Source: an optimization exercise on an open RTL-to-GDS flow (aim: small area, a short achievable clock period and few clock cycles per item). Production flows keep margins and buffers that such runs may drop. In this exercise RTL edits were held to simulation tests only and were not proved equivalent to the original. No activity file was given, so power comes from the tool's default toggle rates.

==> module risc, before the edit <==
module risc (
    input         reset,
    input         clk0,
    input  [31:0] mem_datain,
    output [23:0] paddr,
    output [31:0] mem_dataout,
    output        mem_req,
    output        mem_rdwr,
    output        halted
);
reg  [23:0] ar;     
reg  [31:0] acc;
reg  [31:0] ir;     
reg  [1:0]  ir_nz;  
reg         e;      
reg         hlt;    
reg         chk;    
reg         c_jge, c_jne;           
reg         c_sto;                  
reg         c_mem;                  
reg  [2:0]  c_op;                   
reg         c_shr, c_shl;
reg         c_clr;                  
localparam [2:0] OP_LDA = 3'b000, OP_COM = 3'b001, OP_AND = 3'b010, OP_OR  = 3'b011,
                 OP_XOR = 3'b100, OP_SWP = 3'b101, OP_ADD = 3'b110, OP_SUB = 3'b111;
wire        c_add = c_mem & c_op[2] & c_op[1];      
wire        c_ld  = c_mem & ~(c_op[2] & c_op[1]);   
assign paddr       = ar;
assign mem_dataout = acc;
assign mem_req     = ~hlt;
assign mem_rdwr    = ~(e & c_sto);
assign halted      = hlt;
wire [31:0] d  = mem_datain;
wire [7:0] o   = d[31:24];
wire       def = (o[7:4] == 4'h0);
wire       d_lda = def & (o[3:0] == 4'h0);
wire       d_sto = def & (o[3:0] == 4'h1);
wire       d_add = def & (o[3:0] == 4'h2);
wire       d_sub = def & (o[3:0] == 4'h3);
wire       d_jmp = def & (o[3:0] == 4'h4);
wire       d_jge = def & (o[3:0] == 4'h5);
wire       d_jne = def & (o[3:0] == 4'h6);
wire       d_stp = def & (o[3:0] == 4'h7);
wire       d_shr = def & (o[3:0] == 4'h8);
wire       d_shl = def & (o[3:0] == 4'h9);
wire       d_and = def & (o[3:0] == 4'ha);
wire       d_or  = def & (o[3:0] == 4'hb);
wire       d_xor = def & (o[3:0] == 4'hc);
wire       d_com = def & (o[3:0] == 4'hd);
wire       d_swp = def & (o[3:0] == 4'he);
wire       d_mem = d_lda | d_sto | d_add | d_sub | d_and | d_or | d_xor | d_com | d_swp;
wire       d_cj  = d_jge | d_jne;
wire [2:0] d_op = {d_xor | d_swp | d_add | d_sub,
                   d_and | d_or  | d_add | d_sub,
                   d_com | d_or  | d_swp | d_sub};
reg [3:0] k;
always @* begin
    case (c_op)
        OP_LDA:  k = 4'b1010;
        OP_COM:  k = 4'b0101;
        OP_AND:  k = 4'b1000;
        OP_OR:   k = 4'b1110;
        OP_XOR:  k = 4'b0110;
        OP_ADD:  k = 4'b0110;
        OP_SUB:  k = 4'b1001;
        default: k = 4'b1010;
    endcase
    if (~e) k = 4'b1010;
end
wire k_swp = e & (c_op == OP_SWP);
wire sign_n = ~c_clr & (c_ld ? ir[31] : c_shr ? 1'b0 : c_shl ? acc[30] : acc[31]);
wire nz_n   = ~c_clr & (c_ld ? (|ir_nz) : ((|acc[30:1]) | (acc[31] & ~c_shl) | (acc[0] & ~c_shr)));
wire cond_n = (d_jge & ~sign_n) | (d_jne & nz_n);
wire squash = chk & ~((c_jge & ~acc[31]) | (c_jne & (|acc)));
wire [31:0] sum;
add32 adder (.a(acc), .p(ir), .ci(c_op[0]), .s(sum));
wire        x_ld  = c_ld & ~e, x_add = c_add & ~e, x_shr = c_shr & ~e, x_shl = c_shl & ~e;
wire [31:0] acc_n =
      ({32{x_ld}}  & ir)
    | ({32{x_add}} & sum)
    | ({32{x_shr}} & {1'b0, acc[31:1]})
    | ({32{x_shl}} & {acc[30:0], 1'b0})
    | ({32{~(x_ld | x_add | x_shr | x_shl | c_clr)}} & acc);
wire [23:0] ar1;
inc24 incr (.a(ar), .s(ar1));
wire [31:0] dl = (acc & d & {32{k[3]}}) | (acc & ~d & {32{k[2]}})
               | (~acc & d & {32{k[1]}}) | (~acc & ~d & {32{k[0]}});
wire [31:0] ir_n = k_swp ? {d[15:0], d[31:16]} :
                   e     ? dl : {d[31:24], ar1};
wire        jump = d_mem | d_jmp | (d_cj & (c_add | cond_n));
wire [23:0] ar_n = (e | squash) ? ir[23:0] : jump ? d[23:0] : ar1;
always @(posedge clk0) begin
    ir    <= ir_n;
    ir_nz <= {|dl[31:16], |dl[15:0]};    
end
always @(posedge clk0) begin
    if (~e) begin
        c_sto <= d_sto;
        c_op  <= d_op;
    end
end
always @(posedge clk0)
    acc <= acc_n;
always @(posedge clk0 or posedge reset)
    if (reset)
        c_clr <= 1'b1;
    else if (~e)
        c_clr <= 1'b0;
always @(posedge clk0 or posedge reset) begin
    if (reset) begin
        ar    <= 24'h0;
        e     <= 1'b0;
        hlt   <= 1'b0;
        chk   <= 1'b0;
        c_jge <= 1'b0; c_jne <= 1'b0;
        c_mem <= 1'b0; c_shr <= 1'b0; c_shl <= 1'b0;
    end else begin
        ar    <= ar_n;
        if (e) begin
            e     <= 1'b0;
        end else begin
            e     <= ~squash & ~hlt & d_mem;
            hlt   <= hlt | (~squash & d_stp);
            chk   <= ~squash & d_cj & c_add;
            c_jge <= ~squash & d_jge;
            c_jne <= ~squash & d_jne;
            c_mem <= ~squash & d_mem & ~d_sto;
            c_shr <= ~squash & d_shr;
            c_shl <= ~squash & d_shl;
        end
    end
end
endmodule
Settings: LEC_CHECK=0, ABC_AREA=1, CAP_MARGIN=20, CORE_MARGIN=2, CORE_UTILIZATION=40, SETUP_SLACK_MARGIN=3.8, SLEW_MARGIN=20; clock period 6.5 ns.
standard.sh (not shown) runs the stock make flow with config.mk's settings and CLKGATE_MAP_FILE= SYNTH_SCRIPT=/design/flow/synth_recipe.tcl, a recipe that flattens the netlist after the stock synthesis.
==> flow/flow/run.sh <==
#!/bin/bash
# Own flow: the standard layout (standard.sh, ORFS make) with the ports
# buffered by the smallest buffer instead of the default delay buffer. The
# resizer still upsizes any port buffer that timing or slew needs.
set -euo pipefail
bash standard.sh BUFFER_PORTS_ARGS="-buffer_cell sky130_fd_sc_hd__buf_1" finish > make_finish.log 2>&1
Testbench counts at the start, summed over its fixed seeds: cycles 64,424, instructions 36,867.
==> next run, changes <==
--- a/flow/design.v
+++ b/flow/design.v
@@ -275,13 +275,13 @@
 wire [31:0] ir_n = k_swp ? {d[15:0], d[31:16]} :
                    e     ? dl : {d[31:24], ar1};
 wire        jump = d_mem | d_jmp | (d_cj & (c_add | cond_n));
 wire [23:0] ar_n = (e | squash) ? ir[23:0] : jump ? d[23:0] : ar1;
 always @(posedge clk0) begin
     ir    <= ir_n;
-    ir_nz <= {|dl[31:16], |dl[15:0]};    
+    ir_nz <= {|ir_n[31:16], |ir_n[15:0]};
 end
 always @(posedge clk0) begin
     if (~e) begin
         c_sto <= d_sto;
         c_op  <= d_op;
     end
Result: The new run passed the timing, DRC and antenna checks. Power is higher by 0.65%. Cell count goes up by 2.1%. Non-clock buffer count goes up by 11. Die area goes down by 1.8%. Worst hold slack is better by 0.015 ns. Via count rose by 3.1%. Area after synthesis goes down by about 2%. Cell area rises by 3.7%. First-iteration DRC count went down by about 17%. Routed wire length went up by about 3.5%. Global-route usage rose by 3.0 points. Sequential power hardly moves. Clock skew hardly moves. Worst setup slack loses 0.39 ns.
Testbench counts after the change, summed over its fixed seeds: cycles 64,424, instructions 36,867.

## re-timing with driven ports
Ports are ideal in the flow. The routed layouts listed here were re-timed in OpenROAD. Step 1 (the two cells are an assumption about what drives the block):
set clk [get_ports {clk0}]
set_driving_cell -lib_cell sky130_fd_sc_hd__clkbuf_16 $clk
set_driving_cell -lib_cell sky130_fd_sc_hd__buf_2 [delete_from_list [all_inputs] $clk]
Step 2, shift: input delay + t, output delay - t, t = (earliest + latest rising clock arrival at the registers) / 2. This alone moves slack from input paths to output paths. Slacks: no drivers / after step 1 / after step 2; pairs: no drivers / after step 1.
run | shift t [ns] | setup slack, ns | hold WS [ns] | slew at the worst register clock pin (ns) | pins driven straight from the clock port
the first run | 0.408 | 3.864 / 3.841 / 3.433 | 0.457 / 0.457 / 0.457 | 0.08 / 0.08 | 1
the second run | 0.406 | 3.476 / 3.476 / 3.333 | 0.472 / 0.472 / 0.472 | 0.08 / 0.08 | 1
After both steps setup and hold are still met in every run listed. The setup slack of the first run, which loses most, moves by -0.023 ns with the drivers and by -0.431 ns with both steps.
